This is an optimization exercise on Yosys and OpenROAD, whose aim is small area, not a production implementation. In this exercise RTL edits were held to simulation tests only and were not proved equivalent to the original.

==> flow/design.v (outline; a module is shown in full before it is edited, if it fits) <==
// module qam_transmitter: 1971 lines
// module FA: 4 lines
// module HA: 4 lines
module qam_transmitter (
    input clk,
    input reset,
    input [1:0] syms_in_i,
    input [1:0] syms_in_q,
    output sym_ready,
    output signed [17:0] transmitter_out
);
  // ...
==> flow/flow/run.sh <==
#!/bin/bash
# Layout flow: the standard flow (standard.sh), with two changes:
#  - synthesis maps logic with an area-only ABC script (flow/abc_area.script)
#    instead of ORFS's abc_area.script; every other ORFS script is used
#    unchanged from a copy of $FLOW_HOME/scripts;
#  - clock tree synthesis runs without dummy loads.
# Each tool's output goes to standard.log (and ORFS's own logs under orfs/).
set -euo pipefail
rm -rf scripts
cp -r "$FLOW_HOME/scripts" scripts
cp flow/abc_area.script scripts/abc_area.script
CTS="-sink_clustering_enable -repair_clock_nets -sink_clustering_size 18 -sink_clustering_max_diameter 90 -buf_list {sky130_fd_sc_hd__clkbuf_4 sky130_fd_sc_hd__clkbuf_8} -dont_use_dummy_load"
bash standard.sh "SCRIPTS_DIR=$PWD/scripts" "CTS_ARGS=$CTS" REMOVE_ABC_BUFFERS=1 "BUFFER_PORTS_ARGS=-buffer_cell sky130_fd_sc_hd__buf_1" finish > standard.log 2>&1
==> flow/flow/abc_area.script <==
strash
dch
map -a -B 0
topo
dnsize -c
==> flow/standard.sh <==
#!/bin/bash
# synth_recipe.tcl (not shown) runs the flow's synth.tcl, then flattens the netlist and writes it again
# the make line also repeats each setting of config.mk as NAME=value (left out here)
make -C /OpenROAD-flow-scripts/flow DESIGN_CONFIG=/design/flow/config.mk WORK_HOME=/design/flow/orfs CLKGATE_MAP_FILE= SYNTH_SCRIPT=/design/flow/synth_recipe.tcl "${@:-finish}"
==> flow/config.mk <==
export PLATFORM = sky130hd
export DESIGN_NAME = qam_transmitter
export DESIGN_NICKNAME = qam_transmitter
export VERILOG_FILES = /design/flow/design.v
export SDC_FILE = /design/flow/constraint.sdc
export NUM_CORES = 4
export LEC_CHECK = 0
export ABC_AREA = 1
export CAP_MARGIN = 20
export CELL_PAD_IN_SITES_DETAIL_PLACEMENT = 1
export CELL_PAD_IN_SITES_GLOBAL_PLACEMENT = 2
export CORE_MARGIN = 2
export CORE_UTILIZATION = 40
export CTS_BUF_LIST = sky130_fd_sc_hd__clkbuf_4 sky130_fd_sc_hd__clkbuf_8
export CTS_CLUSTER_DIAMETER = 70
export CTS_CLUSTER_SIZE = 14
export GPL_ROUTABILITY_DRIVEN = 1
export GPL_TIMING_DRIVEN = 0
export SLEW_MARGIN = 20
export SYNTH_HIERARCHICAL = 1
export SYNTH_MINIMUM_KEEP_SIZE = 0
==> flow/constraint.sdc <==
create_clock -name core_clock -period 16.0 [get_ports {clk}]
set_input_delay 3.2000 -clock core_clock [delete_from_list [all_inputs] [get_ports {clk}]]
set_output_delay 3.2000 -clock core_clock [all_outputs]
set_load 0.01 [all_outputs]
==> flow_summary.json, run 1 <==
{
  "seq_share_pct": 22.83,
  "die_h_um": 293.3,
  "ff2ff_setup_slack_ps": 500,
  "nFlopsAndLatches": 374,
  "fmax_mhz": 64.51,
  "met1_usage_pct": 42.14,
  "grtUsageMet2_pct": 56.39,
  "layout.nets": 4219,
  "seq_area_frac_synth_pct": 24.51,
  "synth_ff_type": "dfxtp_1",
  "drt-met1-wl_um": 59210,
  "finalWeightedCongestion": 1.040,
  "numCtsBuffers": 30,
  "buffers": 54,
  "max_stage_delay_ps": 820,
  "wl_met3_um": 4356,
  "period_share_pct": 96.88,
  "syn_avg_cell_area_um2": 10.01,
  "crit_path_frequent_cell": "fa_1",
  "clkTransAtPathRegs_ps": 110,
  "path_depth": 35,
  "grt-busiest-layer": "met2",
  "pre_cts_ws_ps": -1346,
  "status": "no timing/DRC/antenna violations",
  "drt_iter0_drc": 1625,
  "synthXorXnorAreaFrac_pct": 5.310,
  "initial_utilization_pct": 40.20,
  "core-area_um2": 83290,
  "hold_class": "flop to flop",
  "n_all_inverters": 307,
  "synth_most_common_cell": "fa_1",
  "insertion_delay_ps": 740,
  "vias": 25500,
  "r2r_cells": 35,
  "clockBufferCount": 30,
  "cp-endpoint": "L0[17]",
  "yosys_warnings": 7,
  "clock-sinks": 374
}
==> inputs of run 2 (changes only) <==
--- a/flow/design.v
+++ b/flow/design.v
@@ -76,20 +76,22 @@
     4'd0: begin pa0 = 28; pb0 = 9; end
 endcase
 reg v0;
 always @* case (r) 2'd0: v0 = nv > 6'd0; 2'd1: v0 = nv > 6'd1; 2'd2: v0 = nv > 6'd30; 2'd3: v0 = nv > 6'd31; endcase
 wire signed [6:0] ga0 = v0 ? pa0 : 7'sd0;
 wire signed [6:0] gb0 = v0 ? pb0 : 7'sd0;
 wire [1:0] si0 = R0_0[3:2];
 wire signed [6:0] mi0 = si0[0] ? ga0 : gb0;
-wire [6:0] ti0 = mi0 ^ {7{si0[1]}};
+wire ni0 = v0 & si0[1];    
+wire [6:0] ti0 = mi0 ^ {7{ni0}};
 wire [1:0] sq0 = R0_0[1:0];
 wire signed [6:0] mq0 = sq0[0] ? ga0 : gb0;
-wire [6:0] tq0 = mq0 ^ {7{sq0[1]}};
+wire nq0 = v0 & sq0[1];    
+wire [6:0] tq0 = mq0 ^ {7{nq0}};
 reg signed [7:0] pa1, pb1;
 always @* case (u)
     4'd1: begin pa1 = 72; pb1 = 24; end
     4'd2: begin pa1 = -86; pb1 = -29; end
     4'd3: begin pa1 = 72; pb1 = 24; end
     4'd4: begin pa1 = -82; pb1 = -27; end
     4'd5: begin pa1 = 127; pb1 = 42; end
     4'd6: begin pa1 = -82; pb1 = -27; end
@@ -105,20 +107,22 @@
     4'd0: begin pa1 = -22; pb1 = -7; end
 endcase
 reg v1;
 always @* case (r) 2'd0: v1 = nv > 6'd2; 2'd1: v1 = nv > 6'd3; 2'd2: v1 = nv > 6'd28; 2'd3: v1 = nv > 6'd29; endcase
 wire signed [7:0] ga1 = v1 ? pa1 : 8'sd0;
 wire signed [7:0] gb1 = v1 ? pb1 : 8'sd0;
 wire [1:0] si1 = R1_0[3:2];
 wire signed [7:0] mi1 = si1[0] ? ga1 : gb1;
-wire [7:0] ti1 = mi1 ^ {8{si1[1]}};
+wire ni1 = v1 & si1[1];    
+wire [7:0] ti1 = mi1 ^ {8{ni1}};
 wire [1:0] sq1 = R1_0[1:0];
 wire signed [7:0] mq1 = sq1[0] ? ga1 : gb1;
-wire [7:0] tq1 = mq1 ^ {8{sq1[1]}};
+wire nq1 = v1 & sq1[1];    
+wire [7:0] tq1 = mq1 ^ {8{nq1}};
 reg signed [8:0] pa2, pb2;
 always @* case (u)
     4'd1: begin pa2 = 239; pb2 = 80; end
     4'd2: begin pa2 = -90; pb2 = -30; end
     4'd3: begin pa2 = 93; pb2 = 31; end
     4'd4: begin pa2 = -182; pb2 = -61; end
     4'd5: begin pa2 = 244; pb2 = 81; end
     4'd6: begin pa2 = -182; pb2 = -61; end
@@ -134,20 +138,22 @@
     4'd0: begin pa2 = -143; pb2 = -48; end
 endcase
 reg v2;
 always @* case (r) 2'd0: v2 = nv > 6'd4; 2'd1: v2 = nv > 6'd5; 2'd2: v2 = nv > 6'd26; 2'd3: v2 = nv > 6'd27; endcase
 wire signed [8:0] ga2 = v2 ? pa2 : 9'sd0;
 wire signed [8:0] gb2 = v2 ? pb2 : 9'sd0;
 wire [1:0] si2 = R2_0[3:2];
 wire signed [8:0] mi2 = si2[0] ? ga2 : gb2;
-wire [8:0] ti2 = mi2 ^ {9{si2[1]}};
+wire ni2 = v2 & si2[1];    
+wire [8:0] ti2 = mi2 ^ {9{ni2}};
 wire [1:0] sq2 = R2_0[1:0];
 wire signed [8:0] mq2 = sq2[0] ? ga2 : gb2;
-wire [8:0] tq2 = mq2 ^ {9{sq2[1]}};
+wire nq2 = v2 & sq2[1];    
+wire [8:0] tq2 = mq2 ^ {9{nq2}};
 reg signed [10:0] pa3, pb3;
 always @* case (u)
     4'd1: begin pa3 = -49; pb3 = -16; end
     4'd2: begin pa3 = -27; pb3 = -9; end
     4'd3: begin pa3 = 70; pb3 = 23; end
     4'd4: begin pa3 = -313; pb3 = -104; end
     4'd5: begin pa3 = 387; pb3 = 129; end
     4'd6: begin pa3 = -313; pb3 = -104; end
@@ -163,20 +169,22 @@
     4'd0: begin pa3 = -366; pb3 = -122; end
 endcase
 reg v3;
 always @* case (r) 2'd0: v3 = nv > 6'd6; 2'd1: v3 = nv > 6'd23; 2'd2: v3 = nv > 6'd24; 2'd3: v3 = nv > 6'd25; endcase
 wire signed [10:0] ga3 = v3 ? pa3 : 11'sd0;
 wire signed [10:0] gb3 = v3 ? pb3 : 11'sd0;
 wire [1:0] si3 = R3_0[3:2];
 wire signed [10:0] mi3 = si3[0] ? ga3 : gb3;
-wire [10:0] ti3 = mi3 ^ {11{si3[1]}};
+wire ni3 = v3 & si3[1];    
+wire [10:0] ti3 = mi3 ^ {11{ni3}};
 wire [1:0] sq3 = R3_0[1:0];
 wire signed [10:0] mq3 = sq3[0] ? ga3 : gb3;
-wire [10:0] tq3 = mq3 ^ {11{sq3[1]}};
+wire nq3 = v3 & sq3[1];    
+wire [10:0] tq3 = mq3 ^ {11{nq3}};
 reg signed [10:0] pa4, pb4;
 always @* case (u)
     4'd1: begin pa4 = -730; pb4 = -243; end
     4'd2: begin pa4 = 988; pb4 = 329; end
     4'd3: begin pa4 = 170; pb4 = 57; end
     4'd4: begin pa4 = 387; pb4 = 129; end
     4'd5: begin pa4 = -463; pb4 = -154; end
     4'd6: begin pa4 = 537; pb4 = 179; end
@@ -192,20 +200,22 @@
     4'd0: begin pa4 = 527; pb4 = 176; end
 endcase
 reg v4;
 always @* case (r) 2'd0: v4 = nv > 6'd7; 2'd1: v4 = nv > 6'd8; 2'd2: v4 = nv > 6'd9; 2'd3: v4 = nv > 6'd22; endcase
 wire signed [10:0] ga4 = v4 ? pa4 : 11'sd0;
 wire signed [10:0] gb4 = v4 ? pb4 : 11'sd0;
 wire [1:0] si4 = R4_0[3:2];
 wire signed [10:0] mi4 = si4[0] ? ga4 : gb4;
-wire [10:0] ti4 = mi4 ^ {11{si4[1]}};
+wire ni4 = v4 & si4[1];    
+wire [10:0] ti4 = mi4 ^ {11{ni4}};
 wire [1:0] sq4 = R4_0[1:0];
 wire signed [10:0] mq4 = sq4[0] ? ga4 : gb4;
-wire [10:0] tq4 = mq4 ^ {11{sq4[1]}};
+wire nq4 = v4 & sq4[1];    
+wire [10:0] tq4 = mq4 ^ {11{nq4}};
 reg signed [11:0] pa5, pb5;
 always @* case (u)
     4'd1: begin pa5 = 1762; pb5 = 587; end
     4'd2: begin pa5 = 639; pb5 = 213; end
     4'd3: begin pa5 = -356; pb5 = -119; end
     4'd4: begin pa5 = -608; pb5 = -203; end
     4'd5: begin pa5 = 671; pb5 = 224; end
     4'd6: begin pa5 = -608; pb5 = -203; end
@@ -221,20 +231,22 @@
     4'd0: begin pa5 = -1318; pb5 = -439; end
 endcase
 reg v5;
 always @* case (r) 2'd0: v5 = nv > 6'd10; 2'd1: v5 = nv > 6'd11; 2'd2: v5 = nv > 6'd20; 2'd3: v5 = nv > 6'd21; endcase
 wire signed [11:0] ga5 = v5 ? pa5 : 12'sd0;
 wire signed [11:0] gb5 = v5 ? pb5 : 12'sd0;
 wire [1:0] si5 = R5_0[3:2];
 wire signed [11:0] mi5 = si5[0] ? ga5 : gb5;
-wire [11:0] ti5 = mi5 ^ {12{si5[1]}};
+wire ni5 = v5 & si5[1];    
+wire [11:0] ti5 = mi5 ^ {12{ni5}};
 wire [1:0] sq5 = R5_0[1:0];
 wire signed [11:0] mq5 = sq5[0] ? ga5 : gb5;
-wire [11:0] tq5 = mq5 ^ {12{sq5[1]}};
+wire nq5 = v5 & sq5[1];    
+wire [11:0] tq5 = mq5 ^ {12{nq5}};
 reg signed [12:0] pa6, pb6;
 always @* case (u)
     4'd1: begin pa6 = 3533; pb6 = 1178; end
     4'd2: begin pa6 = 1844; pb6 = 615; end
     4'd3: begin pa6 = -1084; pb6 = -361; end
     4'd4: begin pa6 = -723; pb6 = -241; end
     4'd5: begin pa6 = 763; pb6 = 254; end
     4'd6: begin pa6 = -723; pb6 = -241; end
@@ -250,20 +262,22 @@
     4'd0: begin pa6 = -2413; pb6 = -804; end
 endcase
 reg v6;
 always @* case (r) 2'd0: v6 = nv > 6'd12; 2'd1: v6 = nv > 6'd13; 2'd2: v6 = nv > 6'd18; 2'd3: v6 = nv > 6'd19; endcase
 wire signed [12:0] ga6 = v6 ? pa6 : 13'sd0;
 wire signed [12:0] gb6 = v6 ? pb6 : 13'sd0;
 wire [1:0] si6 = R6_0[3:2];
 wire signed [12:0] mi6 = si6[0] ? ga6 : gb6;
-wire [12:0] ti6 = mi6 ^ {13{si6[1]}};
+wire ni6 = v6 & si6[1];    
+wire [12:0] ti6 = mi6 ^ {13{ni6}};
 wire [1:0] sq6 = R6_0[1:0];
 wire signed [12:0] mq6 = sq6[0] ? ga6 : gb6;
-wire [12:0] tq6 = mq6 ^ {13{sq6[1]}};
+wire nq6 = v6 & sq6[1];    
+wire [12:0] tq6 = mq6 ^ {13{nq6}};
 reg signed [16:0] pa7, pb7;
 always @* case (u)
     4'd1: begin pa7 = 29655; pb7 = 9885; end
     4'd2: begin pa7 = 9067; pb7 = 3022; end
     4'd3: begin pa7 = -3430; pb7 = -1143; end
     4'd4: begin pa7 = -787; pb7 = -262; end
     4'd5: begin pa7 = 33140; pb7 = 11047; end
     4'd6: begin pa7 = -787; pb7 = -262; end
@@ -279,46 +293,48 @@
     4'd0: begin pa7 = -6244; pb7 = -2081; end
 endcase
 reg v7;
 always @* case (r) 2'd0: v7 = nv > 6'd14; 2'd1: v7 = nv > 6'd15; 2'd2: v7 = nv > 6'd16; 2'd3: v7 = nv > 6'd17; endcase
 wire signed [16:0] ga7 = v7 ? pa7 : 17'sd0;
 wire signed [16:0] gb7 = v7 ? pb7 : 17'sd0;
 wire [1:0] si7 = R7_0[3:2];
 wire signed [16:0] mi7 = si7[0] ? ga7 : gb7;
-wire [16:0] ti7 = mi7 ^ {17{si7[1]}};
+wire ni7 = v7 & si7[1];    
+wire [16:0] ti7 = mi7 ^ {17{ni7}};
 wire [1:0] sq7 = R7_0[1:0];
 wire signed [16:0] mq7 = sq7[0] ? ga7 : gb7;
-wire [16:0] tq7 = mq7 ^ {17{sq7[1]}};
+wire nq7 = v7 & sq7[1];    
+wire [16:0] tq7 = mq7 ^ {17{nq7}};
 reg [17:0] nacc_i;    
 wire [17:0] acc0_i = (r == 2'd0) ? 18'd0 : ~nacc_i;
 wire psi_1, psi_2;
-FA psi_1_u (.a(si7[1]), .b(ti7[0]), .c(si6[1]), .s(psi_1), .co(psi_2));
+FA psi_1_u (.a(ni7), .b(ti7[0]), .c(ni6), .s(psi_1), .co(psi_2));
 wire psi_3, psi_4;
-FA psi_3_u (.a(ti6[0]), .b(si5[1]), .c(ti5[0]), .s(psi_3), .co(psi_4));
+FA psi_3_u (.a(ti6[0]), .b(ni5), .c(ti5[0]), .s(psi_3), .co(psi_4));
 wire psi_5, psi_6;
-FA psi_5_u (.a(si4[1]), .b(ti4[0]), .c(si3[1]), .s(psi_5), .co(psi_6));
+FA psi_5_u (.a(ni4), .b(ti4[0]), .c(ni3), .s(psi_5), .co(psi_6));
 wire psi_7, psi_8;
-FA psi_7_u (.a(ti3[0]), .b(si2[1]), .c(ti2[0]), .s(psi_7), .co(psi_8));
+FA psi_7_u (.a(ti3[0]), .b(ni2), .c(ti2[0]), .s(psi_7), .co(psi_8));
 wire psi_9, psi_10;
 FA psi_9_u (.a(ti7[1]), .b(ti6[1]), .c(ti5[1]), .s(psi_9), .co(psi_10));
 wire psi_11, psi_12;
 FA psi_11_u (.a(ti4[1]), .b(ti3[1]), .c(ti2[1]), .s(psi_11), .co(psi_12));
 wire psi_13, psi_14;
 FA psi_13_u (.a(ti7[2]), .b(ti6[2]), .c(ti5[2]), .s(psi_13), .co(psi_14));
 wire psi_15, psi_16;
 HA psi_15_u (.a(ti7[3]), .b(ti6[3]), .s(psi_15), .co(psi_16));
 wire psi_17, psi_18;
 HA psi_17_u (.a(ti7[4]), .b(ti6[4]), .s(psi_17), .co(psi_18));
 wire psi_19, psi_20;
 HA psi_19_u (.a(ti7[5]), .b(ti6[5]), .s(psi_19), .co(psi_20));
 wire psi_21 = ~(ti7[6] ^ ti6[6]);
 wire psi_22 = ti7[6] | ti6[6];
 wire psi_23, psi_24;
-FA psi_23_u (.a(si1[1]), .b(ti1[0]), .c(si0[1]), .s(psi_23), .co(psi_24));
+FA psi_23_u (.a(ni1), .b(ti1[0]), .c(ni0), .s(psi_23), .co(psi_24));
 wire psi_25, psi_26;
 HA psi_25_u (.a(ti0[0]), .b(acc0_i[0]), .s(psi_25), .co(psi_26));
 wire psi_27, psi_28;
 FA psi_27_u (.a(ti1[1]), .b(ti0[1]), .c(acc0_i[1]), .s(psi_27), .co(psi_28));
 wire psi_29, psi_30;
 FA psi_29_u (.a(psi_4), .b(psi_2), .c(psi_11), .s(psi_29), .co(psi_30));
 wire psi_31, psi_32;
 HA psi_31_u (.a(psi_9), .b(psi_8), .s(psi_31), .co(psi_32));
@@ -526,39 +542,39 @@
 FA psi_233_u (.a(psi_196), .b(psi_197), .c(psi_232), .s(psi_233), .co(psi_234));
 wire psi_235, psi_236;
 FA psi_235_u (.a(psi_198), .b(psi_199), .c(psi_234), .s(psi_235), .co(psi_236));
 wire [17:0] sum_i = {psi_235, psi_233, psi_231, psi_229, psi_227, psi_225, psi_223, psi_221, psi_219, psi_217, psi_215, psi_213, psi_211, psi_209, psi_207, psi_205, psi_203, psi_201};
 always @(posedge clk) nacc_i <= reset ? 18'h3ffff : ~sum_i;
 reg [17:0] nacc_q;    
 wire [17:0] acc0_q = (r == 2'd0) ? 18'd0 : ~nacc_q;
 wire psq_1, psq_2;
-FA psq_1_u (.a(sq7[1]), .b(tq7[0]), .c(sq6[1]), .s(psq_1), .co(psq_2));
+FA psq_1_u (.a(nq7), .b(tq7[0]), .c(nq6), .s(psq_1), .co(psq_2));
 wire psq_3, psq_4;
-FA psq_3_u (.a(tq6[0]), .b(sq5[1]), .c(tq5[0]), .s(psq_3), .co(psq_4));
+FA psq_3_u (.a(tq6[0]), .b(nq5), .c(tq5[0]), .s(psq_3), .co(psq_4));
 wire psq_5, psq_6;
-FA psq_5_u (.a(sq4[1]), .b(tq4[0]), .c(sq3[1]), .s(psq_5), .co(psq_6));
+FA psq_5_u (.a(nq4), .b(tq4[0]), .c(nq3), .s(psq_5), .co(psq_6));
 wire psq_7, psq_8;
-FA psq_7_u (.a(tq3[0]), .b(sq2[1]), .c(tq2[0]), .s(psq_7), .co(psq_8));
+FA psq_7_u (.a(tq3[0]), .b(nq2), .c(tq2[0]), .s(psq_7), .co(psq_8));
 wire psq_9, psq_10;
 FA psq_9_u (.a(tq7[1]), .b(tq6[1]), .c(tq5[1]), .s(psq_9), .co(psq_10));
 wire psq_11, psq_12;
 FA psq_11_u (.a(tq4[1]), .b(tq3[1]), .c(tq2[1]), .s(psq_11), .co(psq_12));
 wire psq_13, psq_14;
 FA psq_13_u (.a(tq7[2]), .b(tq6[2]), .c(tq5[2]), .s(psq_13), .co(psq_14));
 wire psq_15, psq_16;
 HA psq_15_u (.a(tq7[3]), .b(tq6[3]), .s(psq_15), .co(psq_16));
 wire psq_17, psq_18;
 HA psq_17_u (.a(tq7[4]), .b(tq6[4]), .s(psq_17), .co(psq_18));
 wire psq_19, psq_20;
 HA psq_19_u (.a(tq7[5]), .b(tq6[5]), .s(psq_19), .co(psq_20));
 wire psq_21 = ~(tq7[6] ^ tq6[6]);
 wire psq_22 = tq7[6] | tq6[6];
 wire psq_23, psq_24;
-FA psq_23_u (.a(sq1[1]), .b(tq1[0]), .c(sq0[1]), .s(psq_23), .co(psq_24));
+FA psq_23_u (.a(nq1), .b(tq1[0]), .c(nq0), .s(psq_23), .co(psq_24));
 wire psq_25, psq_26;
 HA psq_25_u (.a(tq0[0]), .b(acc0_q[0]), .s(psq_25), .co(psq_26));
 wire psq_27, psq_28;
 FA psq_27_u (.a(tq1[1]), .b(tq0[1]), .c(acc0_q[1]), .s(psq_27), .co(psq_28));
 wire psq_29, psq_30;
 FA psq_29_u (.a(psq_4), .b(psq_2), .c(psq_11), .s(psq_29), .co(psq_30));
 wire psq_31, psq_32;
 HA psq_31_u (.a(psq_9), .b(psq_8), .s(psq_31), .co(psq_32));
==> flow/flow/run.sh (replaced) <==
#!/bin/bash
# Layout flow: the standard flow (standard.sh), with two changes:
#  - synthesis maps logic with an area-only ABC script (flow/abc_area.script)
#    instead of ORFS's abc_area.script; every other ORFS script is used
#    unchanged from a copy of $FLOW_HOME/scripts;
#  - clock tree synthesis runs without dummy loads.
# Each tool's output goes to standard.log (and ORFS's own logs under orfs/).
set -euo pipefail
rm -rf scripts
cp -r "$FLOW_HOME/scripts" scripts
cp flow/abc_area.script scripts/abc_area.script
CTS="-sink_clustering_enable -repair_clock_nets -sink_clustering_size 14 -sink_clustering_max_diameter 70 -buf_list {sky130_fd_sc_hd__clkbuf_4 sky130_fd_sc_hd__clkbuf_8} -dont_use_dummy_load"
bash standard.sh "SCRIPTS_DIR=$PWD/scripts" "CTS_ARGS=$CTS" REMOVE_ABC_BUFFERS=1 "BUFFER_PORTS_ARGS=-buffer_cell sky130_fd_sc_hd__buf_1" finish > standard.log 2>&1
==> run 2 against run 1 <==
  * Critical endpoint unchanged
  * First-iteration DRC count increased by 4.0%
  * Still clean
  * Setup slack worse by 53 ps
  * Global-route usage decreased by 0.45 points
  * Sequential cell count stayed put
  * Clock skew rose by 21 ps
  * Sequential share of layout area shrank 0.23 points
  * Non-clock buffer count increased by 3
  * Critical path type unchanged
==> flow_summary.json, run 2 <==
{
  "drc_errors": 0,
  "port_buffers": 24,
  "max_stage_delay_ps": 700,
  "yosys.area.top_type": "fa_1",
  "ys_async_sr_fraction_pct": 0,
  "cts.path.max_buffers": 3,
  "final_common_cell": "fa_1",
  "synthCells": 3389,
  "cp.arrival_ps": 16050,
  "seq_area_um2": 8210,
  "synth_commonest_cells": "fa_1, nand2_1, o21ai_0, a21oi_1, clkinv_1",
  "cts.htree.levels": 2,
  "die_h_um": 293.8,
  "grt_overflow": 0,
  "status": "no timing/DRC/antenna violations",
  "hold_buffers": 0,
  "grt_max_degree": 110,
  "clock-sinks": 374,
  "netlist-cell-type-count": 37,
  "hold_viol": 0,
  "core-area_um2": 83420,
  "grt_pass1_wl_um": 201300,
  "hold_class": "flop to flop",
  "vias_per_cell": 5.640,
  "wire_per_inst_um": 30.15,
  "period_minus_slack_ps": 15550,
  "row_count": 106,
  "worst_pin_slew_ps": 1234,
  "layout-area-overhead-vs-synth_pct": 8.145,
  "grt.met3_usage_pct": 2.878,
  "finalWeightedCongestion": 1.013,
  "synth_most_common_cell": "fa_1",
  "design_area_um2": 36330,
  "rsz0062_at_grt": "no",
  "drive_gt1_share_pct": 3.244,
  "clock-root-buffer": "clkbuf_8",
  "cp-end-kind": "flop",
  "seq_area_frac_synth_pct": 24.43,
  "grt_pass1_vias": 28610,
  "worstSetupStartpointType": "flop",
  "multi_input_area_um2": 24310,
  "netlist_area_um2": 33590,
  "crit_path_frequent_cell": "fa_1",
  "drt_pass1_iterations": 5,
  "insertion_delay_ps": 680,
  "initial_utilization_pct": 40.27,
  "clock_skew_ps": 104.4,
  "tns_ps": 0,
  "vias": 25740,
  "postRouteAntennaNets": 0,
  "tritoncts": "built",
  "period_share_pct": 97.21,
  "cp.required_ps": 16500,
  "track_usage_pct": 32.49,
  "dieArea_um2": 86320,
  "final_cell_mix": "fa_1, nand2_1, o21ai_0",
  "setup_viol": 0,
  "max-cap-violations": 0,
  "postPlaceCellArea_um2": 35730,
  "utilization_pct": 43.55,
  "yosys_warnings": 7,
  "clkTransAtPathRegs_ps": 90,
  "syn_avg_cell_area_um2": 9.913,
  "fmax_mhz": 64.29,
  "dieWidth_um": 293.8,
  "numCtsBuffers": 39,
  "synth_ff_type": "dfxtp_1",
  "io_pins": 25,
  "synth_seq_cells": 374,
  "grtUsageMet2_pct": 55.22,
  "crit_fanout": 27,
  "met1_usage_pct": 41.83,
  "synth-edff-count": 72,
  "slew_viol_final": 0,
  "slew_headroom_pct": 17.45,
  "netlist.area_leader.share_pct": 38.56,
  "drt_iter0_drc": 1690,
  "nFillCells": 9427,
  "criticalPathCategory": "flop to flop",
  "grt-busiest-layer": "met2",
  "layout.nets": 4276,
  "slowest_stage": "dfxtp_1",
  "dp_hpwl_um": 114500,
  "synth_area_leaders": "fa_1, dfxtp_1, edfxtp_1, o21ai_0, nand2_1",
  "antenna_found_initial": 2,
  "drt-total-wl_um": 137600
}
[run 2: cell types whose count changed after synthesis, sizes merged, moves of 4 or more]
cell and delta:
xor2 -48, xnor2 +39, nor2 +31, clkinv +11
o21ai +11, a21oi -8, nand2 +8, nand3 +6
a2111oi -5, mux2i -4
[run 2: timing repair]
item	in CTS	in global routing
pin swaps	0	2
endpoints found under the setup margin	14	2
setup buffers	0	1
cloned	0	1
resized for setup	5	2
[run 2: logic make-up after synthesis]
group	Yosys count	share of synthesized area, %
compound gates	820	12.76
xor+xnor	194	5.058
fa+ha+maj	788	43.79
buf+inv	321	3.609
flops	374	24.43
mux	2	0.05959
simple gates	890	10.29
[run 2: metrics by stage]
step | hold WS, ps | worst slack (ps) | instances
floorplan | 389.0 | -6196 | 3386
global placement | 391.3 | -14440 | 4490
detailed placement | 398.8 | -1405 | 4522
CTS | 351.7 | 151.1 | 4561
global route | 355.8 | 125.2 | 4564
finish | 351.0 | 446.5 | 4564
[run 2: final cells by class]
cell class	instances	area share [%]
inverter	318	3.368
multi-input combinational	2695	66.90
timing repair buffer	57	1.925
sequential	374	22.60
clock buffer	39	1.477
tap	1080	3.720
antenna	1	0.006888
[run 2: final timing paths]
kind              startpoint     end  slack [ps]  cells after the start
hold reg to reg       N4[14]  L4[14]         350                      1
hold / removal        N4[14]  L4[14]         350                      1
setup / recovery        c[1]  L0[17]         450                     35
setup reg to reg        c[1]  L0[17]         450                     35
[run 2: critical path: cells and delay by family, from the launching register on]
kind / cells / cell delay (ps)
and+or+nand+nor: 4 / 1720
AOI/OAI and AO/OA: 3 / 790
DFF: 1 / 700
xor gates and xnor gates: 1 / 210
adders and majority gates: 24 / 10820
buffers and inverters: 3 / 1140
[run 2: Yosys stat by module, one instance, submodules excluded]
module / cells / area (µm²)
qam_transmitter: 2693 / 20030
HA: 1 / 12.51
FA: 1 / 20.02
[run 2: routing by layer]
layer  routed length (µm)  vias to the layer above
met3                 5025                      236
met1                58020                    13440
met5                    0                        -
li1                     -                    11350
met4                 7808                        0
met2                66760                      722
==> inputs of run 3 (changes only) <==
==> flow/flow/run.sh (replaced) <==
#!/bin/bash
# Layout flow: the standard flow (standard.sh) with these changes:
#  - synthesis maps logic with an area-only ABC script (flow/abc_area.script)
#    instead of ORFS's abc_area.script; every other ORFS script is used
#    unchanged, from a copy of $FLOW_HOME/scripts;
#  - the floorplan step skips its early (pre-placement) timing repair
#    (REMOVE_ABC_BUFFERS=1; the area-only ABC script inserts no buffers);
#    timing is still repaired after placement, CTS and global routing;
#  - every port still gets a buffer, but a sky130_fd_sc_hd__buf_1;
#  - clock tree synthesis runs without dummy loads.
# standard.sh's output goes to standard.log; ORFS keeps each step's log
# under orfs/logs/.
set -euo pipefail
rm -rf scripts
cp -r "$FLOW_HOME/scripts" scripts
cp flow/abc_area.script scripts/abc_area.script
CTS="-sink_clustering_enable -repair_clock_nets -sink_clustering_size 16 -sink_clustering_max_diameter 80 -buf_list {sky130_fd_sc_hd__clkbuf_4 sky130_fd_sc_hd__clkbuf_8} -dont_use_dummy_load"
bash standard.sh "SCRIPTS_DIR=$PWD/scripts" "CTS_ARGS=$CTS" REMOVE_ABC_BUFFERS=1 \
    "BUFFER_PORTS_ARGS=-buffer_cell sky130_fd_sc_hd__buf_1" finish > standard.log 2>&1
--- a/flow/config.mk
+++ b/flow/config.mk
@@ -6,16 +6,16 @@
 export NUM_CORES = 4
 export LEC_CHECK = 0
 export ABC_AREA = 1
-export CAP_MARGIN = 20
+export CAP_MARGIN = 5
 export CELL_PAD_IN_SITES_DETAIL_PLACEMENT = 1
 export CELL_PAD_IN_SITES_GLOBAL_PLACEMENT = 2
 export CORE_MARGIN = 2
 export CORE_UTILIZATION = 40
 export CTS_BUF_LIST = sky130_fd_sc_hd__clkbuf_4 sky130_fd_sc_hd__clkbuf_8
-export CTS_CLUSTER_DIAMETER = 70
-export CTS_CLUSTER_SIZE = 14
+export CTS_CLUSTER_DIAMETER = 80
+export CTS_CLUSTER_SIZE = 16
 export GPL_ROUTABILITY_DRIVEN = 1
 export GPL_TIMING_DRIVEN = 0
-export SLEW_MARGIN = 20
+export SLEW_MARGIN = 5
 export SYNTH_HIERARCHICAL = 1
 export SYNTH_MINIMUM_KEEP_SIZE = 0
==> run 3 against run 2 <==
  * Still clean
  * Cell count about the same
  * Non-clock buffer count decreased by 1
  * Die area unchanged
  * Critical path depth increased by 1
  * Hold slack improved by 33 ps
  * Synthesized area unchanged
  * Setup slack got worse by 46 ps
  * Critical path type unchanged
  * Highest routed layer unchanged
==> flow_summary.json, run 3 <==
{
  "drc_errors": 0,
  "slew_viol_final": 0,
  "vias_per_cell": 5.665,
  "wire_per_inst_um": 30.25,
  "dieWidth_um": 293.8,
  "hold_viol": 0,
  "grt_pass1_wl_um": 200900,
  "period_minus_slack_ps": 15600,
  "cts.path.max_buffers": 3,
  "insertion_delay_ps": 700,
  "netlist.area_leader.share_pct": 38.56,
  "final_cell_mix": "fa_1, nand2_1, o21ai_0",
  "seq_area_frac_synth_pct": 24.43,
  "max-cap-violations": 0,
  "clock-sinks": 374,
  "yosys.area.top_type": "fa_1",
  "multi_input_area_um2": 24260,
  "antenna_found_initial": 2,
  "synth_area_leaders": "fa_1, dfxtp_1, edfxtp_1, o21ai_0, nand2_1",
  "seq_area_um2": 8209,
  "hold_class": "flop to flop",
  "rsz0062_at_grt": "no",
  "synth_seq_cells": 374,
  "track_usage_pct": 32.51,
  "pre_cts_ws_ps": -1072,
  "grt_overflow": 0,
  "tritoncts": "built",
  "criticalPathCategory": "flop to flop",
  "cp.required_ps": 16500,
  "netlist-cell-type-count": 37,
  "finalWeightedCongestion": 1.013,
  "final_common_cell": "fa_1",
  "numCtsBuffers": 36,
  "period_share_pct": 97.50,
  "max_stage_delay_ps": 750,
  "row_count": 106,
  "layout_setup_ws_ps": 400.6,
  "utilization_pct": 43.33,
  "nFillCells": 9389,
  "synth_ff_type": "dfxtp_1",
  "layout-area-overhead-vs-synth_pct": 7.594,
  "netlist_area_um2": 33590,
  "die_h_um": 293.8,
  "grt_max_degree": 122,
  "clock_skew_ps": 109.5,
  "hold_buffers": 0,
  "syn_avg_cell_area_um2": 9.913,
  "cp.arrival_ps": 16100,
  "synth_most_common_cell": "fa_1",
  "yosys_warnings": 7,
  "drt_iter0_drc": 1947,
  "dieArea_um2": 86320,
  "synth_commonest_cells": "fa_1, nand2_1, o21ai_0, a21oi_1, clkinv_1",
  "drt-total-wl_um": 137900,
  "holdWs_ps": 383.9,
  "worst_pin_slew_ps": 1374,
  "setup_viol": 0,
  "postRouteAntennaNets": 0,
  "drt_pass1_iterations": 7,
  "dp_hpwl_um": 114600,
  "port_buffers": 24,
  "slowest_stage": "ha_4",
  "clkTransAtPathRegs_ps": 100,
  "drive_gt1_share_pct": 2.903,
  "layout.nets": 4272,
  "synthCells": 3389,
  "synth-edff-count": 72,
  "initial_utilization_pct": 40.27,
  "ys_async_sr_fraction_pct": 0,
  "status": "no timing/DRC/antenna violations",
  "crit_path_frequent_cell": "fa_1",
  "clock-root-buffer": "clkbuf_8",
  "cts.htree.levels": 2,
  "fmax_mhz": 64.11,
  "slew_headroom_pct": 8.068,
  "cp-end-kind": "flop",
  "io_pins": 25,
  "worstSetupStartpointType": "flop",
  "vias": 25830,
  "grt_pass1_vias": 28520,
  "core-area_um2": 83420,
  "crit_fanout": 22
}
-- run 3: cell types whose count changed in the layout (fill, tap and decap cells not counted), moves of 3 or more --
| cell | delta |
|---|---|
| nor2_1 | +4 |
| nor2_4 | -3 |
| buf_8 | +5 |
| buf_16 | -6 |
| clkbuf_8 | -3 |
-- run 3: worst paths after layout --
| check | start | endpoint | slack [ps] | cells past startpoint |
|---|---|---|---|---|
| worst max register to register | c[1] | L0[17] | 400 | 36 |
| worst min register to register | N4[14] | L4[14] | 380 | 1 |
| worst max-delay path | c[1] | L0[17] | 400 | 36 |
| worst min-delay path | N4[14] | L4[14] | 380 | 1 |
-- run 3: per-layer routing --
metal  wire [µm]  global-route usage (%)  vias to the layer above
met1       57710                   41.57                    13510
met5           0                       0                        -
met2       66420                   55.02                      741
met3        5730                   3.263                      251
li1            -                       -                    11330
met4        8092                   16.33                        0
-- run 3: timing repair --
item,4_1_cts,5_1_grt
gates resized for setup,5,2
pin swaps,1,1
setup buffers,0,4
endpoints found under the setup margin,10,2
cloned,1,0
-- run 3: cells by family after synthesis --
logic type	after synthesis	synth area share [%]
compound gates	820	12.76
xor+xnor	194	5.058
fa+ha+maj	788	43.79
buf+inv	321	3.609
flops	374	24.43
mux	2	0.05959
simple gates	890	10.29
-- run 3: Yosys stat by module, one instance, submodules excluded --
| module | times used | flip-flops and latches | area, µm² | cells inside |
|---|---|---|---|---|
| HA | 49 | 0 | 12.51 | 1 |
| qam_transmitter | 1 | 374 | 20030 | 2693 |
| FA | 647 | 0 | 20.02 | 1 |
-- run 3: cell type report --
| type | count | share of cell area [%] |
|---|---|---|
| Antenna cell | 1 | 0.006923 |
| Clock buffer | 36 | 1.371 |
| Inverter | 318 | 3.379 |
| Multi-Input combinational cell | 2695 | 67.13 |
| Sequential cell | 374 | 22.71 |
| Tap cell | 1080 | 3.739 |
| Timing Repair Buffer | 56 | 1.665 |
-- run 3: worst max-delay path, delay by kind of cell, from the launching register on --
kind	cells	cell delay (ps)
adder cells (fa/ha/maj)	24	10940
AND/OR/NAND/NOR	5	1470
buffers and inverters	3	1360
AO/OA/AOI/OAI	3	890
flip-flops	1	670
XOR/XNOR	1	140
-- run 3: metrics by stage --
stage,std cells,TNS (ps),cell area [µm²]
after floorplan,3386,-392620,33570
after global placement,4490,-2345200,35020
after detailed placement,4518,-4706,35590
after CTS,4555,0,36110
after global routing,4560,0,36140
final,4560,0,36140
==> inputs of run 4 (changes only) <==
==> flow/flow/abc_area.script (replaced) <==
strash
dch
amap
topo
dnsize -c
--- a/flow/config.mk
+++ b/flow/config.mk
@@ -16,6 +16,7 @@
 export CTS_CLUSTER_SIZE = 16
 export GPL_ROUTABILITY_DRIVEN = 1
 export GPL_TIMING_DRIVEN = 0
+export PLACE_DENSITY = 0.7
 export SLEW_MARGIN = 5
 export SYNTH_HIERARCHICAL = 1
 export SYNTH_MINIMUM_KEEP_SIZE = 0
==> run 4 against run 3 <==
  * Die area decreased by 2.7%
  * Count of clock-buffer cells in the layout down 2
  * Utilization increased by 0.41 points
  * Fmax up 1.1%
  * Largest cell class unchanged
  * Highest routed layer unchanged
==> flow_summary.json, run 4 <==
{
  "synth_most_common_cell": "fa_1",
  "status": "no timing/DRC/antenna violations",
  "die_h_um": 289.9,
  "vias_per_cell": 6.119,
  "cts.htree.levels": 2,
  "seq_area_frac_synth_pct": 25.11,
  "drive_gt1_share_pct": 3.105,
  "clock-sinks": 374,
  "drt_iter0_drc": 1940,
  "initial_utilization_pct": 40.52,
  "netlist_area_um2": 32690,
  "core-area_um2": 80680,
  "synthCells": 3100,
  "final_cell_mix": "fa_1, nor2_1, dfxtp_1",
  "hold_viol": 0,
  "yosys_warnings": 7,
  "clock_skew_ps": 88.38,
  "hold_buffers": 0,
  "row_count": 104,
  "io_pins": 25,
  "slew_viol_final": 0,
  "hold_path_depth": 0,
  "grt_overflow": 0,
  "criticalPathCategory": "flop to flop",
  "layout.nets": 3981,
  "netlist.area_leader.share_pct": 39.62,
  "grt_pass1_vias": 28020,
  "worst_pin_slew_ps": 1377,
  "period_share_pct": 96.47,
  "dieArea_um2": 84020,
  "fmax_mhz": 64.78,
  "crit_fanout": 28,
  "dp_hpwl_um": 110700,
  "netlist-cell-type-count": 41,
  "drt-total-wl_um": 134300,
  "dieWidth_um": 289.9,
  "rsz0062_at_grt": "no",
  "drt_pass1_iterations": 5,
  "layout-area-overhead-vs-synth_pct": 7.958,
  "vias": 26010,
  "cp.required_ps": 16520,
  "postPlaceCellArea_um2": 34740,
  "wire_per_inst_um": 31.60,
  "slew_headroom_pct": 7.842,
  "design_area_um2": 35290,
  "track_usage_pct": 31.97,
  "synth_ff_type": "dfxtp_1",
  "yosys.area.top_type": "fa_1",
  "setup_viol": 0,
  "worstSetupStartpointType": "flop",
  "cts.path.max_buffers": 3,
  "rr_endpoint": "L0[17]",
  "port_buffers": 24,
  "final_common_cell": "fa_1",
  "holdWs_ps": 398.9,
  "max-cap-violations": 0,
  "tritoncts": "built",
  "synth_commonest_cells": "fa_1, nor2_1, dfxtp_1, clkinv_1, o22ai_1",
  "synth_area_leaders": "fa_1, dfxtp_1, edfxtp_1, nor2_1, ha_1",
  "antenna_found_initial": 1,
  "synth_seq_cells": 374,
  "ff2ff_setup_slack_ps": 560,
  "max_stage_delay_ps": 890,
  "slowest_stage": "ha_2",
  "synth-edff-count": 72,
  "postRouteAntennaNets": 0,
  "crit_path_frequent_cell": "fa_1",
  "hold_class": "flop to flop",
  "numCtsBuffers": 34,
  "finalWeightedCongestion": 1.007,
  "clkTransAtPathRegs_ps": 100,
  "ys_async_sr_fraction_pct": 0,
  "insertion_delay_ps": 650,
  "grt_pass1_wl_um": 195500,
  "cp.arrival_ps": 15960,
  "hold_end": "R4_1[0]",
  "cp-end-kind": "flop",
  "period_minus_slack_ps": 15440,
  "grt_max_degree": 139,
  "r2r_start": "c[1]",
  "hp-start": "R4_2[0]",
  "r2r_cells": 37,
  "clock-root-buffer": "clkbuf_8",
  "drc_errors": 0,
  "syn_avg_cell_area_um2": 10.54
}
[run 4: changes by cell type after synthesis, sizes merged, moves of 25 or more]
cell	before	now
nand2	515	161
o22ai	5	243
o21ai	416	183
nor2	294	495
xor2	141	0
a21oi	335	233
o221ai	3	93
a221oi	6	79
xnor2	53	0
clkinv	318	271
nor3	27	65
nand3	41	4
a22o	0	25
[run 4: how the worst max path moves through the flow]
stage | startpoint | endpoint | slack, ps | cells past startpoint
finish | c[1] | L0[17] | 560 | 37
global route | c[0] | yo[15] | 70 | 57
CTS | c[1] | L0[17] | 40 | 37
detailed placement | c[0] | yo[15] | -1390 | 57
global placement | c[0] | yo[15] | -16460 | 50
floorplan | c[0] | yo[15] | -7030 | 49
[run 4: kinds of logic after synthesis]
kind of cell / after synthesis / share of synthesized area [%]
AOI/OAI and AO/OA: 907 / 17.55
adders and majority gates: 785 / 44.91
buffers and inverters: 274 / 3.169
DFF: 374 / 25.11
and+or+nand+nor: 760 / 9.263
[run 4: through the flow]
| step | TNS, ps | setup slack, ps | util [%] | instances |
|---|---|---|---|---|
| 2_1_floorplan | -259440 | -7033 | - | 3097 |
| 3_3_place_gp | -1921220 | -16460 | 42.25 | 4181 |
| 3_5_place_dp | -12320 | -1385 | 43.06 | 4211 |
| 4_1_cts | 0 | 38.91 | 43.68 | 4246 |
| 5_1_grt | 0 | 69.95 | 43.74 | 4250 |
| 6_report | 0 | 564.1 | 43.74 | 4250 |
[run 4: timing repair]
action | 4_1_cts | 5_1_grt
resized for setup | 7 | 6
setup endpoints to repair | 16 | 7
pin swaps | 1 | 1
buffers inserted | 1 | 1
[run 4: worst max-delay path: cells and delay by family (launching register included)]
family / cells / cell delay (ps)
adders and majority gates: 24 / 10900
buffers and inverters: 4 / 1650
and+or+nand+nor: 4 / 1040
AOI/OAI and AO/OA: 5 / 1040
DFF: 1 / 590
[run 4: Yosys stat by module, one instance, submodules excluded]
module / flip-flops and latches / area, µm² / cells / copies in the design
FA: 0 / 20.02 / 1 / 647
HA: 0 / 12.51 / 1 / 49
qam_transmitter: 374 / 19120 / 2404 / 1
[run 4: routing by layer]
metal  track usage (%)  share of wire (%)  wire (µm)
met1             40.99                 41      55220
met2             54.03                 48      64740
met3             3.745                4.7       6347
met4             15.40                6.0       8005
met5                 0                  0          0
[run 4: final cells by class]
cell class | count | area (µm²)
fill | 8983 | 45390
clock buffer | 34 | 467.9
tap | 1060 | 1326
sequential | 374 | 8212
multi-input combinational | 2452 | 23600
timing repair buffer | 57 | 626.9
antenna | 2 | 5.005
inverter | 271 | 1052
==> inputs of run 5 (changes only) <==
--- a/flow/config.mk
+++ b/flow/config.mk
@@ -16,7 +16,6 @@
 export CTS_CLUSTER_SIZE = 16
 export GPL_ROUTABILITY_DRIVEN = 1
 export GPL_TIMING_DRIVEN = 0
-export PLACE_DENSITY = 0.7
 export SLEW_MARGIN = 5
 export SYNTH_HIERARCHICAL = 1
 export SYNTH_MINIMUM_KEEP_SIZE = 0
==> run 5 against run 4 <==
  * Clock skew is 22 ps higher
  * Sequential cell count did not move
  * Register-to-register slack got worse by 100 ps
  * Non-clock buffer count is 5 lower
  * Fmax decreased by 0.65%
  * Synthesized cell count did not move
  * Count of clock-buffer cells in the layout up 1
  * Cell count fell by 0.12%
  * Setup slack lost 100 ps
==> flow_summary.json, run 5 <==
{
  "synth_fa_ha_area_share_pct": 44.91,
  "slew_headroom_pct": 5.010,
  "period_minus_slack_ps": 15540,
  "tritoncts": "built",
  "holdWs_ps": 374.0,
  "max_stage_delay_ps": 690,
  "hold_path_depth": 1,
  "clkTransAtPathRegs_ps": 100,
  "worst_pin_slew_ps": 1420,
  "seq_area_um2": 8212,
  "ys_async_sr_fraction_pct": 0,
  "slowest_stage": "nor2_1",
  "fmax_mhz": 64.37,
  "wl_met3_um": 6005,
  "initial_utilization_pct": 40.52,
  "cp.arrival_ps": 16060,
  "dp.cells": 4208,
  "dieArea_um2": 84020,
  "vias": 25980,
  "synth-compound-area-share_pct": 17.55,
  "drive_gt1_share_pct": 2.889,
  "row_count": 104,
  "drt-total-wl_um": 134700,
  "highest_layer": "met4",
  "cts.path.max_buffers": 3,
  "multi_input_area_um2": 23610,
  "insertion_delay_ps": 660,
  "track_usage_pct": 32.06,
  "finalWeightedCongestion": 1.019,
  "synth_seq_cells": 374,
  "r2r_start": "c[1]",
  "dieWidth_um": 289.9,
  "io_pins": 25,
  "syn_avg_cell_area_um2": 10.54,
  "worstSetupStartpointType": "flop",
  "antenna_found_initial": 2,
  "crit_path_start": "c[1]",
  "status": "no timing/DRC/antenna violations",
  "layout-area-overhead-vs-synth_pct": 7.935,
  "r2r_cells": 35,
  "cts.htree.levels": 2,
  "seq_area_frac_synth_pct": 25.11,
  "hp-start": "N4[9]",
  "dp_hpwl_um": 111600,
  "yosys.area.top_type": "fa_1",
  "final_cell_mix": "fa_1, nor2_1, dfxtp_1",
  "synth_ff_type": "dfxtp_1",
  "drc_errors": 0,
  "postPlaceCellArea_um2": 34740,
  "wire_per_inst_um": 31.73,
  "yosys_warnings": 7,
  "crit_fanout": 28,
  "grt_pass1_vias": 28130,
  "grt_overflow": 0,
  "design_area_um2": 35280,
  "clock-root-buffer": "clkbuf_8",
  "numCtsBuffers": 35,
  "port_buffers": 24,
  "die_h_um": 289.9,
  "synth_commonest_cells": "fa_1, nor2_1, dfxtp_1, clkinv_1, o22ai_1",
  "cp.required_ps": 16530,
  "synth_top_family_by_area": "adder cells",
  "netlist_area_um2": 32690,
  "period_share_pct": 97.10,
  "synth_area_leaders": "fa_1, dfxtp_1, edfxtp_1, nor2_1, ha_1",
  "vias_per_cell": 6.120,
  "layout_setup_ws_ps": 463.7,
  "hold_class": "flop to flop",
  "wl_met2_um": 65520,
  "cp-end-kind": "flop",
  "slew_viol_final": 0,
  "netlist.area_leader.share_pct": 39.62,
  "synthXorXnorAreaFrac_pct": 0,
  "synth-edff-count": 72,
  "nFillCells": 8912,
  "layout.nets": 3977,
  "final_common_cell": "fa_1",
  "drt_iter0_drc": 1902,
  "core-area_um2": 80680,
  "grt_max_degree": 144,
  "pre_cts_ws_ps": -1903,
  "yosys.area_share.simple_pct": 9.263,
  "hold_viol": 0,
  "clock-sinks": 374,
  "crit_path_frequent_cell": "fa_1",
  "max-cap-violations": 0,
  "grt_pass1_wl_um": 195900,
  "setup_viol": 0,
  "synthMuxAreaShare_pct": 0,
  "rsz0062_at_grt": "no",
  "postRouteAntennaNets": 0,
  "drt_pass1_iterations": 5,
  "clock_skew_ps": 110.3,
  "criticalPathCategory": "flop to flop",
  "hold_buffers": 0,
  "netlist-cell-type-count": 41,
  "drt-met1-wl_um": 54860,
  "synthCells": 3100,
  "synth_most_common_cell": "fa_1",
  "fin_cells": 4245
}
run 5: cell counts after synthesis:
No cell type changed its count.
run 5: through the flow:
step,setup TNS [ps],util (%)
6_report,0,43.73
5_1_grt,0,43.73
4_1_cts,0,43.70
3_5_place_dp,-18380,43.07
3_3_place_gp,-2001080,42.25
2_1_floorplan,-259440,-
run 5: cells by family (layout without fill, tap and decap cells):
group	Yosys count	count (layout)
adders and majority gates	785	785
and+or+nand+nor	760	760
AOI/OAI and AO/OA	907	907
DFF	374	374
buffers and inverters	274	358
other	0	1
run 5: timing repair:
action	CTS	global route
gates resized for setup	6	6
gates cloned	0	0
pin swaps	1	1
endpoints found under the setup margin	20	6
buffers inserted	1	0
hold endpoints to repair	0	0
run 5: Yosys stat by module (local to each module, per instance):
module           area (µm²)  cells inside  times used
qam_transmitter       19120          2404           1
FA                    20.02             1         647
HA                    12.51             1          49
run 5: area by class of cell:
class | count | share of cell area [%]
inverter | 271 | 2.961
multi-input combinational | 2452 | 66.92
tap | 1060 | 3.759
sequential | 374 | 23.27
clock buffer | 35 | 1.365
timing repair buffer | 52 | 1.709
antenna | 1 | 0.007093
run 5: metal layers:
layer | up-vias | global-route usage, %
li1 | 11180 | -
met1 | 13720 | 40.46
met2 | 798 | 54.31
met3 | 281 | 3.577
met4 | 0 | 17.05
met5 | - | 0
run 5: worst paths after layout:
path             to  slack, ps
max          L0[17]        460
min           L4[9]        370
max reg2reg  L0[17]        460
min reg2reg   L4[9]        370
run 5: critical path, delay by kind of cell, from the launching register on:
family / cells / cell delay [ps]
adder cells (fa/ha/maj): 24 / 10550
AO/OA/AOI/OAI: 5 / 1540
AND/OR/NAND/NOR: 3 / 1430
buffers and inverters: 3 / 1220
flip-flops: 1 / 580
==> inputs of run 6 (changes only) <==
--- a/flow/config.mk
+++ b/flow/config.mk
@@ -15,7 +15,7 @@
 export CTS_CLUSTER_DIAMETER = 80
 export CTS_CLUSTER_SIZE = 16
 export GPL_ROUTABILITY_DRIVEN = 1
-export GPL_TIMING_DRIVEN = 0
+export GPL_TIMING_DRIVEN = 1
 export SLEW_MARGIN = 5
 export SYNTH_HIERARCHICAL = 1
 export SYNTH_MINIMUM_KEEP_SIZE = 0
==> run 6 against run 5 <==
  * Still clean
  * Routed wire length is 5.1% higher
  * Synthesized cell count is the same
  * Utilization fell by 0.065 points
  * Sequential share of layout area about the same
  * Count of clock-buffer cells in the layout increased by 1
  * Clock skew shrank 17 ps
  * Critical path type unchanged
==> flow_summary.json, run 6 <==
{
  "grt_pass1_wl_um": 205400,
  "rsz0062_at_grt": "no",
  "die_h_um": 289.9,
  "yosys.area.top_type": "fa_1",
  "vias_per_cell": 6.143,
  "drc_errors": 0,
  "synth_most_common_cell": "fa_1",
  "post_cts_buffers": 0,
  "clock_skew_ps": 93.58,
  "core-area_um2": 80680,
  "synth_ff_type": "dfxtp_1",
  "layout.nets": 4021,
  "cp-end-kind": "flop",
  "synth_seq_cells": 374,
  "synth_area_leaders": "fa_1, dfxtp_1, edfxtp_1, nor2_1, ha_1",
  "crit_path_frequent_cell": "fa_1",
  "numCtsBuffers": 36,
  "insertion_delay_ps": 660,
  "grt_overflow": 0,
  "hold_buffers": 0,
  "tns_ps": 0,
  "dieArea_um2": 84020,
  "rr_endpoint": "yo[15]",
  "track_usage_pct": 33.74,
  "seq_area_frac_synth_pct": 25.11,
  "cts.path.max_buffers": 3,
  "initial_utilization_pct": 40.52,
  "max-cap-violations": 0,
  "slew_headroom_pct": 29.57,
  "clock-root-buffer": "clkbuf_8",
  "period_minus_slack_ps": 14800,
  "grt_pass1_vias": 28670,
  "hold_viol": 0,
  "cts.htree.levels": 2,
  "clkTransAtPathRegs_ps": 100,
  "final_cell_mix": "fa_1, nor2_1, dfxtp_1",
  "synth_commonest_cells": "fa_1, nor2_1, dfxtp_1, clkinv_1, o22ai_1",
  "yosys_warnings": 7,
  "slew_viol_final": 0,
  "criticalPathCategory": "flop to flop",
  "dieWidth_um": 289.9,
  "drive_gt1_share_pct": 3.779,
  "synth-compound-area-share_pct": 17.55,
  "hold_path_depth": 0,
  "drt_iter0_drc": 2165,
  "status": "no timing/DRC/antenna violations",
  "layout-area-overhead-vs-synth_pct": 7.774,
  "synth_fa_ha_area_share_pct": 44.91,
  "synth_top_family_by_area": "adder cells",
  "vias": 26350,
  "worst_pin_slew_ps": 1056,
  "cp.required_ps": 16500,
  "cp.arrival_ps": 15300,
  "worstSetupStartpointType": "flop",
  "drt_pass1_iterations": 7,
  "crit_family": "adder cells",
  "hold_class": "flop to flop",
  "netlist_area_um2": 32690,
  "postPlaceCellArea_um2": 34730,
  "ff2ff_setup_slack_ps": 1200,
  "clock-sinks": 374,
  "critical_path_buf_inv_count": 3,
  "yosys.area_share.simple_pct": 9.263,
  "final_common_cell": "fa_1",
  "synth-edff-count": 72,
  "crit_fanout": 68,
  "r2r_start": "c[0]",
  "design_area_um2": 35230,
  "port_buffers": 24,
  "postRouteAntennaNets": 0,
  "fmax_mhz": 67.55,
  "hold_end": "R2_1[2]",
  "row_count": 104,
  "cts_resized": 0,
  "synthMuxAreaShare_pct": 0,
  "setup_viol": 0,
  "syn_avg_cell_area_um2": 10.54,
  "max_stage_delay_ps": 740,
  "wire_per_inst_um": 33.00,
  "netlist-cell-type-count": 41,
  "hp-start": "R2_2[2]",
  "io_pins": 25,
  "slowest_stage": "dfxtp_1",
  "synthXorXnorAreaFrac_pct": 0,
  "drt-total-wl_um": 141600,
  "finalWeightedCongestion": 1.010,
  "netlist.area_leader.share_pct": 39.62,
  "dp_hpwl_um": 116700,
  "synthCells": 3100,
  "tritoncts": "built",
  "grt_max_degree": 143,
  "antenna_found_initial": 2,
  "ys_async_sr_fraction_pct": 0,
  "r2r_cells": 40,
  "period_share_pct": 92.52
}
-- run 6: kinds of logic after synthesis --
| family | Yosys count |
|---|---|
| AOI/OAI and AO/OA | 907 |
| DFF | 374 |
| and+or+nand+nor | 760 |
| adders and majority gates | 785 |
| buffers and inverters | 274 |
-- run 6: worst max path at each step --
stage / startpoint / endpoint / depth (start not counted)
2_1_floorplan: c[0] / yo[15] / 49
3_3_place_gp: c[0] / yo[15] / 50
3_5_place_dp: c[0] / yo[15] / 40
4_1_cts: c[0] / yo[15] / 40
5_1_grt: c[0] / yo[15] / 54
6_report: c[0] / yo[15] / 40
-- run 6: stage by stage --
stage,std cells,utilization (%),worst slack (ps),hold WS [ps]
floorplan,3097,-,-7033,400.3
global placement,4252,43.05,1457,403.0
CTS,4288,43.66,1250,383.1
detailed placement,4252,43.05,1274,406.1
global route,4290,43.67,609.2,390.3
finish,4290,43.67,1197,393.2
-- run 6: modules after synthesis (local to each module, per instance) --
module | flops+latches | cell area, µm² | cells | times used
FA | 0 | 20.02 | 1 | 647
HA | 0 | 12.51 | 1 | 49
qam_transmitter | 374 | 19120 | 2404 | 1
-- run 6: worst register-to-register path, delay by kind of cell, from the launching register on --
kind	cells	cell delay, ps
compound gates	6	760
fa+ha+maj	24	10610
buf+inv	3	1890
flops	1	740
simple gates	7	680
-- run 6: routing by layer --
metal	wire [µm]	track usage, %	vias up
met3	6408	3.692	262
met4	8375	16.92	2
met1	57560	42.84	13920
li1	-	-	11270
met2	69220	57.41	901
met5	11	0	-
-- run 6: cell type report --
class / instances / area (µm²)
fillers: 8934 / 45450
multi-input cells: 2452 / 23530
flip-flops and latches: 374 / 8208
well taps: 1060 / 1326
inverters: 271 / 1035
repair buffers: 95 / 626.9
clock buffers: 36 / 495.5
diodes: 2 / 5.005
==> inputs of run 7 (changes only) <==
--- a/flow/config.mk
+++ b/flow/config.mk
@@ -6,7 +6,7 @@
 export NUM_CORES = 4
 export LEC_CHECK = 0
 export ABC_AREA = 1
-export CAP_MARGIN = 5
+export CAP_MARGIN = 0
 export CELL_PAD_IN_SITES_DETAIL_PLACEMENT = 1
 export CELL_PAD_IN_SITES_GLOBAL_PLACEMENT = 2
 export CORE_MARGIN = 2
@@ -16,6 +16,6 @@
 export CTS_CLUSTER_SIZE = 16
 export GPL_ROUTABILITY_DRIVEN = 1
 export GPL_TIMING_DRIVEN = 1
-export SLEW_MARGIN = 5
+export SLEW_MARGIN = 0
 export SYNTH_HIERARCHICAL = 1
 export SYNTH_MINIMUM_KEEP_SIZE = 0
==> run 7 against run 6 <==
  * Still clean on timing, DRC and antenna
  * Utilization did not move
  * Via count did not move
  * Sequential share of layout area did not move
==> flow_summary.json, run 7 <==
{
  "clkTransAtPathRegs_ps": 100,
  "slew_headroom_pct": 29.57,
  "design_area_um2": 35230,
  "rr_endpoint": "yo[15]",
  "cp-end-kind": "flop",
  "die_h_um": 289.9,
  "dp_hpwl_um": 116700,
  "cts.htree.levels": 2,
  "layout.nets": 4021,
  "worstSetupStartpointType": "flop",
  "final_common_cell": "fa_1",
  "r2r_start": "c[0]",
  "rsz0062_at_grt": "no",
  "max_stage_delay_ps": 740,
  "vias_per_cell": 6.143,
  "hp-start": "R2_2[2]",
  "io_pins": 25,
  "finalWeightedCongestion": 1.010,
  "clock-sinks": 374,
  "synthCells": 3100,
  "final_cell_mix": "fa_1, nor2_1, dfxtp_1",
  "cp.arrival_ps": 15300,
  "crit_fanout": 68,
  "dieArea_um2": 84020,
  "period_minus_slack_ps": 14800,
  "ys_async_sr_fraction_pct": 0,
  "netlist.area_leader.share_pct": 39.62,
  "synth_most_common_cell": "fa_1",
  "postRouteAntennaNets": 0,
  "slowest_stage": "dfxtp_1",
  "hold_path_depth": 0,
  "grt_overflow": 0,
  "insertion_delay_ps": 660,
  "yosys_warnings": 7,
  "drive_gt1_share_pct": 3.779,
  "drt-total-wl_um": 141600,
  "hold_class": "flop to flop",
  "grtUsageMet2_pct": 57.41,
  "tns_ps": 0,
  "slew_viol_final": 0,
  "nFillCells": 8934,
  "worst_pin_slew_ps": 1056,
  "synth-edff-count": 72,
  "wire_per_inst_um": 33.00,
  "status": "no timing/DRC/antenna violations",
  "hold_end": "R2_1[2]",
  "track_usage_pct": 33.74,
  "antenna_found_initial": 2,
  "yosys.area.top_type": "fa_1",
  "cts.path.max_buffers": 3,
  "numCtsBuffers": 36,
  "grt-busiest-layer": "met2",
  "synth_commonest_cells": "fa_1, nor2_1, dfxtp_1, clkinv_1, o22ai_1",
  "syn_avg_cell_area_um2": 10.54,
  "synth_seq_cells": 374,
  "dp.cells": 4252,
  "netlist_area_um2": 32690,
  "drt_iter0_drc": 2165,
  "max-cap-violations": 0,
  "clock_skew_ps": 93.58,
  "crit_path_start": "c[0]",
  "row_count": 104,
  "grt_max_degree": 143,
  "synth_area_leaders": "fa_1, dfxtp_1, edfxtp_1, nor2_1, ha_1",
  "hold_buffers": 0,
  "tritoncts": "built",
  "period_share_pct": 92.52,
  "port_buffers": 24,
  "initial_utilization_pct": 40.52,
  "fmax_mhz": 67.55,
  "dieWidth_um": 289.9,
  "grt.met3_usage_pct": 3.692,
  "hold_viol": 0,
  "criticalPathCategory": "flop to flop",
  "netlist-cell-type-count": 41,
  "crit_path_frequent_cell": "fa_1",
  "postPlaceCellArea_um2": 34730,
  "synth_ff_type": "dfxtp_1",
  "grt_pass1_vias": 28670,
  "holdWs_ps": 393.2,
  "clock-root-buffer": "clkbuf_8",
  "grt_pass1_wl_um": 205400,
  "post_cts_buffers": 0,
  "cts_resized": 0,
  "drc_errors": 0,
  "met1_usage_pct": 42.84,
  "ff2ff_setup_slack_ps": 1200,
  "drt_pass1_iterations": 7,
  "setup_viol": 0,
  "fin_cells": 4290,
  "layout-area-overhead-vs-synth_pct": 7.774,
  "r2r_cells": 40,
  "cp.required_ps": 16500,
  "seq_area_frac_synth_pct": 25.11,
  "vias": 26350,
  "core-area_um2": 80680
}
run 7: cell counts after synthesis:
No cell type changed its count.
run 7: routing by layer:
metal  routed length [µm]  up-vias  share of wire [%]
met1                57560    13920                 41
li1                     -    11270                  -
met4                 8375        2                5.9
met3                 6408      262                4.5
met2                69220      901                 49
met5                   11        -             0.0078
run 7: worst max-delay path by stage:
stage / endpoint / slack (ps) / cells past startpoint
6_report: yo[15] / 1200 / 40
5_1_grt: yo[15] / 610 / 54
4_1_cts: yo[15] / 1250 / 40
3_5_place_dp: yo[15] / 1270 / 40
3_3_place_gp: yo[15] / 1460 / 50
2_1_floorplan: yo[15] / -7030 / 49
run 7: through the flow:
stage,setup WS (ps),util [%]
2_1_floorplan,-7033,-
3_3_place_gp,1457,43.05
3_5_place_dp,1274,43.05
4_1_cts,1250,43.66
5_1_grt,609.2,43.67
6_report,1197,43.67
run 7: final cells by class:
type,count,area (µm²),share of cell area [%]
antenna,2,5.005,0.01421
inverter,271,1035,2.937
clock buffer,36,495.5,1.406
sequential,374,8208,23.30
tap,1060,1326,3.765
multi-input combinational,2452,23530,66.80
timing repair buffer,95,626.9,1.779
run 7: cell families after synthesis:
family / count (synthesis) / share of synthesized area (%)
fa+ha+maj: 785 / 44.91
buf+inv: 274 / 3.169
flops: 374 / 25.11
simple gates: 760 / 9.263
compound gates: 907 / 17.55
run 7: Yosys stat by module, one instance, submodules excluded:
module           copies in the design  cells
HA                                 49      1
qam_transmitter                     1   2404
FA                                647      1
run 7: critical path: cells and delay by family, from the launching register on:
kind | cells | cell delay (ps)
buffers and inverters | 3 | 1830
AO/OA/AOI/OAI | 6 | 760
adder cells (fa/ha/maj) | 24 | 10610
flip-flops | 1 | 740
AND/OR/NAND/NOR | 7 | 670

separate check: timing with driven ports:
No port has a modelled driver above. Below, the same layouts with a new extraction and two added sets of constraints. Step 1: set_driving_cell puts a clkbuf_16 on clk and a buf_2 on each other input, an assumption about the parent block. Step 2 also shifts input and output timing later by t, the mid clock arrival at the registers, as if the neighbouring blocks saw the same clock. Three values: ideal ports, drivers, drivers and shift; two values: the first two.
run	shift t [ns]	setup WS [ns]	worst setup path after step 2	worst data-port slew with drivers (ns)
run 1	0.764	0.500 / 0.500 / 0.500	register to register	0.03
run 2	0.697	0.446 / 0.446 / 0.446	register to register	0.04
run 3	0.706	0.401 / 0.401 / 0.401	register to register	0.04
run 4	0.674	0.564 / 0.564 / 0.564	register to register	0.04
run 5	0.665	0.464 / 0.464 / 0.464	register to register	0.03
run 6	0.678	1.197 / 1.197 / 1.197	register to register	0.03
run 7	0.678	1.197 / 1.197 / 1.197	register to register	0.03
After both steps setup and hold are still met in every run listed.
